Background: an optimization exercise with open tools, aiming at small area. Do not read the settings as production practice.
Where RTL was checked, it was by simulation tests only, not by an equivalence proof against the original.
No driver is modelled on the clock port, so clock power and skew are understated where the tree is cut down; a real chip needs a root buffer or a tree.
Power is estimated from default activity; no workload was simulated.

==> inputs of run a <==
==> flow/design.v <==
module i2s(
    input               rst_i,
    input               mck_i,
    input               lrck_i,
    input               bck_i,
    input               data_i,
    output              mck_o,
    output              lrck_o,
    output              data_o,
    output reg          sdo,
    output reg          sync
);
assign  mck_o = mck_i;
assign  lrck_o = lrck_i;
assign  data_o = data_i;
reg     lr1;
reg     d0;
always @(negedge bck_i) begin
    lr1 <= rst_i & lrck_i;
    d0 <= data_i;
end
localparam [1:0] CMD = 2'd0, D1 = 2'd2, D2 = 2'd3, IDLE = 2'd1;
localparam [7:0] FB = 8'b01001011;
reg         lr2;
reg [6:0]   dl;
reg [31:0]  sh;
reg [1:0]   ph;
reg [2:0]   k;       
reg         f;
wire start = lr1 ^ lr2;
wire load = !rst_i || start;
wire trans = k == 3'd7;     
wire data = ph == D1 || ph == D2;
wire pu = f & ~lr1;
wire dbit = f ? ~lr1 : sh[31];
wire cbit = pu ? (k == 3'd1 || k == 3'd3)
               : (k == 3'd0 || (trans && !lr1));
always @(posedge bck_i) begin
    lr2 <= lr1;
    dl <= {dl[5:0], d0};
    if (data)
        sh <= {sh[30:16], sh[15] & ~f, sh[14:0], dl[6] ^ (ph == D1 && k == 3'd6)};
    if (load) begin
        k <= 3'd6;
        ph <= CMD;
    end
    else begin
        k <= {k[1:0], FB[k]};
        if (trans)
            case (ph)
                CMD: ph <= D1;
                D1: ph <= D2;
                D2: ph <= IDLE;
                default: ph <= IDLE;
            endcase
    end
    if (!rst_i)
        f <= 1'b1;
    else if (start && !lr1)
        f <= 1'b0;
    if (rst_i) begin
        sync <= !start && ph == IDLE;
        sdo <= data ? dbit : (ph == CMD && cbit);
    end
end
endmodule
==> flow/flow/run.sh <==
#!/bin/bash
# The standard layout (standard.sh), with these changes:
#  - ports are buffered with buf_1 instead of the default clkdlybuf4s50_1;
#  - the clock tree is a flat one (flow/flat_cts.tcl): the clock port drives
#    4 sky130_fd_sc_hd__clkbuf_4 cells, each driving a cluster of nearby clock sinks;
#  - power recovery (downsizing off the critical paths) after global routing,
#    followed by another design repair (flow/post_grt.tcl).
# make's output goes to standard.log, each step's log to orfs/logs/.
set -euo pipefail
export BUFFER_PORTS_ARGS="-buffer_cell sky130_fd_sc_hd__buf_1"
export PRE_CTS_TCL="$PWD/flow/flat_cts.tcl"
export POST_GLOBAL_ROUTE_TCL="$PWD/flow/post_grt.tcl"
export FLAT_CTS_N=4
export FLAT_CTS_CELL=sky130_fd_sc_hd__clkbuf_4
export FLAT_CTS_NET=bck_i
export FLAT_CTS_KEEP_INVERTERS=0
export RECOVER_POWER=0
bash standard.sh > standard.log 2>&1
==> flow/flow/flat_cts.tcl <==
# Flat clock tree used in place of TritonCTS (sourced as PRE_CTS_TCL).
# The clock port drives FLAT_CTS_N buffers of type FLAT_CTS_CELL directly; the
# clock sinks are split into FLAT_CTS_N groups by k-means on their placed
# locations, and each buffer, placed at its group's centre, drives one group.
proc clock_tree_synthesis { args } {
  set block [ord::get_db_block]
  set db [ord::get_db]
  set n $::env(FLAT_CTS_N)
  set master [$db findMaster $::env(FLAT_CTS_CELL)]
  set clk [$block findNet $::env(FLAT_CTS_NET)]
  set sinks {}
  foreach it [$clk getITerms] {
    set inst [$it getInst]
    set bb [$inst getBBox]
    set x [expr {([$bb xMin] + [$bb xMax]) / 2.0}]
    set y [expr {([$bb yMin] + [$bb yMax]) / 2.0}]
    lappend sinks [list $it $x $y]
  }
  set m [llength $sinks]
  puts "flat_cts: $m sinks on [$clk getName], $n buffers of [$master getName]"
  # initial centres: sinks spread along x
  set sorted [lsort -real -index 1 $sinks]
  set cx {}; set cy {}
  for {set i 0} {$i < $n} {incr i} {
    set s [lindex $sorted [expr {int(($i + 0.5) * $m / $n)}]]
    lappend cx [lindex $s 1]; lappend cy [lindex $s 2]
  }
  set cap [expr {int(ceil(double($m) / $n))}]
  for {set iter 0} {$iter < 30} {incr iter} {
    # balanced assignment: sinks take their nearest centre with room left,
    # most constrained (largest gap between best and worst) first
    set order {}
    foreach s $sinks {
      set ds {}
      for {set i 0} {$i < $n} {incr i} {
        lappend ds [expr {abs([lindex $s 1] - [lindex $cx $i]) + abs([lindex $s 2] - [lindex $cy $i])}]
      }
      set mn [tcl::mathfunc::min {*}$ds]; set mx [tcl::mathfunc::max {*}$ds]
      lappend order [list [expr {$mx - $mn}] $s $ds]
    }
    set order [lsort -real -decreasing -index 0 $order]
    set cnt [lrepeat $n 0]
    set groups [lrepeat $n {}]
    foreach o $order {
      set s [lindex $o 1]; set ds [lindex $o 2]
      set best -1
      set idx {}
      for {set i 0} {$i < $n} {incr i} { lappend idx [list $i [lindex $ds $i]] }
      foreach p [lsort -real -index 1 $idx] {
        set i [lindex $p 0]
        if {[lindex $cnt $i] < $cap} { set best $i; break }
      }
      lset cnt $best [expr {[lindex $cnt $best] + 1}]
      lset groups $best [concat [lindex $groups $best] [list $s]]
    }
    set ncx {}; set ncy {}
    for {set i 0} {$i < $n} {incr i} {
      set sx 0.0; set sy 0.0; set g [lindex $groups $i]
      foreach s $g { set sx [expr {$sx + [lindex $s 1]}]; set sy [expr {$sy + [lindex $s 2]}] }
      lappend ncx [expr {$sx / [llength $g]}]; lappend ncy [expr {$sy / [llength $g]}]
    }
    set cx $ncx; set cy $ncy
  }
  for {set i 0} {$i < $n} {incr i} {
    set buf [odb::dbInst_create $block $master "flatcts_buf_$i"]
    set w [[$buf getMaster] getWidth]; set h [[$buf getMaster] getHeight]
    $buf setLocation [expr {int([lindex $cx $i] - $w / 2)}] [expr {int([lindex $cy $i] - $h / 2)}]
    $buf setPlacementStatus PLACED
    set net [odb::dbNet_create $block "flatcts_net_$i"]
    $net setSigType CLOCK
    foreach s [lindex $groups $i] {
      set it [lindex $s 0]
      $it disconnect
      $it connect $net
    }
    [$buf findITerm A] connect $clk
    [$buf findITerm X] connect $net
    puts "flat_cts: buffer $i at ([lindex $cx $i], [lindex $cy $i]) drives [llength [lindex $groups $i]] sinks"
  }
  set_propagated_clock [all_clocks]
  # The buffer synthesis puts on a port-to-port wire (mck_i to mck_o) is a
  # buf_4; a buf_1 drives the output load as well.
  set small [$db findMaster sky130_fd_sc_hd__buf_1]
  foreach inst [$block getInsts] {
    if {[[$inst getMaster] getName] ne "sky130_fd_sc_hd__buf_4"} { continue }
    set a [[$inst findITerm A] getNet]
    set x [[$inst findITerm X] getNet]
    if {$a eq "NULL" || $x eq "NULL"} { continue }
    if {[llength [$a getBTerms]] == 1 && [llength [$x getBTerms]] == 1 &&
        [llength [$a getITerms]] == 1 && [llength [$x getITerms]] == 1} {
      puts "flat_cts: [$inst getName] ([$a getName] to [$x getName]) becomes buf_1"
      $inst swapMaster $small
    }
  }
}

# With the flat tree the inverter of the falling-edge clock is a sink like any
# other, so it need not be cloned next to each falling-edge register.
if {[info exists ::env(FLAT_CTS_KEEP_INVERTERS)] && !$::env(FLAT_CTS_KEEP_INVERTERS)} {
  proc repair_clock_inverters { args } {
    puts "flat_cts: clock inverters left as they are"
  }
}
==> flow/flow/post_grt.tcl <==
# Sourced as POST_GLOBAL_ROUTE_TCL: power recovery may have downsized a driver
# past its slew or capacitance limit, so repair the design again afterwards.
log_cmd global_route -start_incremental
log_cmd estimate_parasitics -global_routing
repair_design_helper
log_cmd detailed_placement
log_cmd global_route -end_incremental
log_cmd estimate_parasitics -global_routing
==> flow/standard.sh <==
#!/bin/bash
# synth_recipe.tcl (not shown) runs the flow's synth.tcl, then flattens the netlist and writes it again
# the make line also repeats each setting of config.mk as NAME=value (left out here)
make -C /OpenROAD-flow-scripts/flow DESIGN_CONFIG=/design/flow/config.mk WORK_HOME=/design/flow/orfs CLKGATE_MAP_FILE= SYNTH_SCRIPT=/design/flow/synth_recipe.tcl "${@:-finish}"
==> flow/config.mk <==
export PLATFORM = sky130hd
export DESIGN_NAME = i2s
export DESIGN_NICKNAME = i2s
export VERILOG_FILES = /design/flow/design.v
export SDC_FILE = /design/flow/constraint.sdc
export NUM_CORES = 4
export LEC_CHECK = 0
export CAP_MARGIN = 20
export CORE_MARGIN = 2
export CORE_UTILIZATION = 40
export SLEW_MARGIN = 20
==> flow/constraint.sdc <==
create_clock -name core_clock -period 10.0 [get_ports {bck_i}]
set_input_delay 2.0000 -clock core_clock [delete_from_list [all_inputs] [get_ports {bck_i}]]
set_output_delay 2.0000 -clock core_clock [all_outputs]
set_load 0.01 [all_outputs]
==> inputs of run b, as changes to run a <==
==> flow/design.v, changed modules only <==
module i2s(
    input               rst_i,
    input               mck_i,
    input               lrck_i,
    input               bck_i,
    input               data_i,
    output              mck_o,
    output              lrck_o,
    output              data_o,
    output reg          sdo,
    output reg          sync
);
assign  mck_o = mck_i;
assign  lrck_o = lrck_i;
assign  data_o = data_i;
reg     lr1;
reg     d0;
always @(negedge bck_i) begin
    lr1 <= rst_i & lrck_i;
    d0 <= data_i;
end
reg         lr2;
reg [6:0]   dl;
reg [31:0]  sh;
reg [1:0]   ph;      
reg [2:0]   k;       
reg         f;
wire start = lr1 ^ lr2;
wire load = !rst_i || start;
wire k7 = &k;
wire pu = f & ~lr1;
wire dbit = f ? ~lr1 : sh[31];
wire cbit = k[2] & (pu ? (k[1] ^ k[0]) : (~k[1] & ~k[0]) | (k[1] & k[0] & ~lr1));
always @(posedge bck_i) begin
    lr2 <= lr1;
    dl <= {dl[5:0], d0};
    if (ph[1])
        sh <= {sh[30:16], sh[15] & ~f, sh[14:0], dl[6] ^ (~ph[0] & ~|k)};
    if (load) begin
        k <= 3'd0;
        ph <= 2'b01;
    end
    else begin
        k <= {k[2] ^ (k[1] & k[0]), k[1] ^ k[0], ~k[0]};
        ph <= {ph[1] ^ (k7 & ph[0]), ph[0] ^ (k7 & (ph[1] | ph[0]))};
    end
    if (!rst_i)
        f <= 1'b1;
    else if (start && !lr1)
        f <= 1'b0;
    if (rst_i) begin
        sync <= ~(start | ph[1] | ph[0]);
        sdo <= ph[1] ? dbit : (ph[0] & cbit);
    end
end
endmodule
==> flow/flow/run.sh (replaced) <==
#!/bin/bash
# The standard layout (standard.sh), with three changes:
#  - ports are buffered with buf_1 instead of the default clkdlybuf4s50_1;
#  - the clock tree is a flat one (flow/flat_cts.tcl): the clock port drives
#    4 sky130_fd_sc_hd__clkbuf_4 cells, each driving a cluster of nearby clock sinks;
#  - power recovery (downsizing off the critical paths) after global routing.
# make's output goes to standard.log, each step's log to orfs/logs/.
set -euo pipefail
export BUFFER_PORTS_ARGS="-buffer_cell sky130_fd_sc_hd__buf_1"
export PRE_CTS_TCL="$PWD/flow/flat_cts.tcl"
export FLAT_CTS_N=4
export FLAT_CTS_CELL=sky130_fd_sc_hd__clkbuf_4
export FLAT_CTS_NET=bck_i
export RECOVER_POWER=100
bash standard.sh > standard.log 2>&1
--- a/flow/flow/flat_cts.tcl
+++ b/flow/flow/flat_cts.tcl
@@ -79,25 +79,3 @@
   }
   set_propagated_clock [all_clocks]
-  # The buffer synthesis puts on a port-to-port wire (mck_i to mck_o) is a
-  # buf_4; a buf_1 drives the output load as well.
-  set small [$db findMaster sky130_fd_sc_hd__buf_1]
-  foreach inst [$block getInsts] {
-    if {[[$inst getMaster] getName] ne "sky130_fd_sc_hd__buf_4"} { continue }
-    set a [[$inst findITerm A] getNet]
-    set x [[$inst findITerm X] getNet]
-    if {$a eq "NULL" || $x eq "NULL"} { continue }
-    if {[llength [$a getBTerms]] == 1 && [llength [$x getBTerms]] == 1 &&
-        [llength [$a getITerms]] == 1 && [llength [$x getITerms]] == 1} {
-      puts "flat_cts: [$inst getName] ([$a getName] to [$x getName]) becomes buf_1"
-      $inst swapMaster $small
-    }
-  }
 }
-
-# With the flat tree the inverter of the falling-edge clock is a sink like any
-# other, so it need not be cloned next to each falling-edge register.
-if {[info exists ::env(FLAT_CTS_KEEP_INVERTERS)] && !$::env(FLAT_CTS_KEEP_INVERTERS)} {
-  proc repair_clock_inverters { args } {
-    puts "flat_cts: clock inverters left as they are"
-  }
-}
- ABC_AREA: unset -> 1
removed: flow/flow/post_grt.tcl
==> inputs of run c, as changes to run a <==
==> flow/design.v, changed modules only <==
module i2s(
    input               rst_i,
    input               mck_i,
    input               lrck_i,
    input               bck_i,
    input               data_i,
    output              mck_o,
    output              lrck_o,
    output              data_o,
    output reg          sdo,
    output reg          sync
);
assign  mck_o = mck_i;
assign  lrck_o = lrck_i;
assign  data_o = data_i;
reg     lr1;
reg     d0;
always @(negedge bck_i) begin
    lr1 <= rst_i & lrck_i;
    d0 <= data_i;
end
reg         lr2;
reg [6:0]   dl;
reg [31:0]  sh;
reg [1:0]   ph;      
reg [2:0]   k;       
reg         f;
wire start = lr1 ^ lr2;
wire load = !rst_i || start;
wire trans = k == 3'd2;     
wire pu = f & ~lr1;
wire dbit = f ? ~lr1 : sh[31];
wire cbit = pu ? (k == 3'd0 || k == 3'd1)
               : (k == 3'd4 || (trans && !lr1));
always @(posedge bck_i) begin
    lr2 <= lr1;
    dl <= {dl[5:0], d0};
    if (ph[1])
        sh <= {sh[30:16], sh[15] & ~f, sh[14:0], dl[6] ^ (ph[0] && k == 3'd5)};
    if (load) begin
        k <= 3'd5;
        ph <= 2'b01;
    end
    else begin
        k <= {k[1:0], k[2] ^ (k[1] | ~k[0])};
        ph <= {ph[1] ^ (trans & (ph[1] ^ ph[0])), ph[0] & ~(trans & ph[1])};
    end
    if (!rst_i)
        f <= 1'b1;
    else if (start && !lr1)
        f <= 1'b0;
    if (rst_i) begin
        sync <= ~(start | ph[1] | ph[0]);
        sdo <= ph[1] ? dbit : (ph[0] & cbit);
    end
end
endmodule
- CAP_MARGIN: 20 -> 0
- SLEW_MARGIN: 20 -> 0
==> summary of the runs <==
Run b finished but fails on capacitance limit, slew limit. Run c completed with no timing, DRC or antenna violations. Run a finished clean.
Against run a, the sequential power of run c is lower by about 3%.
Power: run b < run c < run a.
Between run b and run c, the lower global-route usage is in run b (gap 0.33 points).
In run a the via count is higher than in run c, by 2.0%.
Core utilization, lowest first: run a, run c, run b.
Of run b and run a, run b has the higher wire length (gap about 3.7%, measured against run a).
The highest clock skew belongs to run c, the lowest to run b.
Combinational power: run b < run c < run a.
First-iteration DRC count, lowest first: run a, run c, run b.
Clock power, highest first: run b, run a, run c.
Setup slack, highest first: run a, run b, run c.
==> figures <==
| metric | run a | run c | run b |
|---|---|---|---|
| Average wire per cell in the routed design | 12.2 µm | 13.6 µm | 11.3 µm |
| Final non-filler cell total | 140 | 140 | 156 |
| Reported net switching power | 57.6 µW | 53.4 µW | 53.4 µW |
| Peak supply drop | 0.119 mV | 0.118 mV | 0.144 mV |
| Global Route met1 Usage | 0.129 | 0.133 | 0.127 |
| Comb power frac | 0.041 | 0.035 | 0.027 |
| Seq pwr | 235 µW | 227 µW | 223 µW |
| P_clk | 65.4 µW | 64.9 µW | 67.5 µW |
| Mux cell area share after synthesis | 0 | 0.0128 | 0 |
| Post-Synthesis Cells | 84 | 83 | 98 |
| Multi-input combinational gate total | 26 | 27 | 33 |
| Post-route cell area | 0.00164 mm² | 0.00166 mm² | 0.00169 mm² |
| Total chip power | 313 µW | 302 µW | 298 µW |
| Max Slew Vio Count | 0 | 0 | 35 |
| Adder-cell share of the synthesized area | 0.00810 | 0.0160 | 0.0315 |
| Reported max-cap violation count | 0 | 0 | 1 |
| Clock slew at reported path FFs | 0.10 ns | 0.10 ns | 0.12 ns |
| Power density normalized to cell area | 191 mW/mm² | 182 mW/mm² | 177 mW/mm² |
| Outcome | timing/DRC/antenna clean | timing/DRC/antenna clean | finished with violations |
| Violated checks | - | - | capacitance limit, slew limit |
| Hold Worst Slack | 0.339 ns | 0.339 ns | 0.343 ns |
| Largest net degree at the start of global routing | 35 | 37 | 35 |
| Global routing usage on met3 | 0.0170 | 0.0169 | 0.0101 |
| Multi-input combinational cell area | 161 µm² | 188 µm² | 175 µm² |
No functional check of the RTL was part of run b. No run of this note takes its clock network from TritonCTS; it comes from the design's own scripts or RTL.
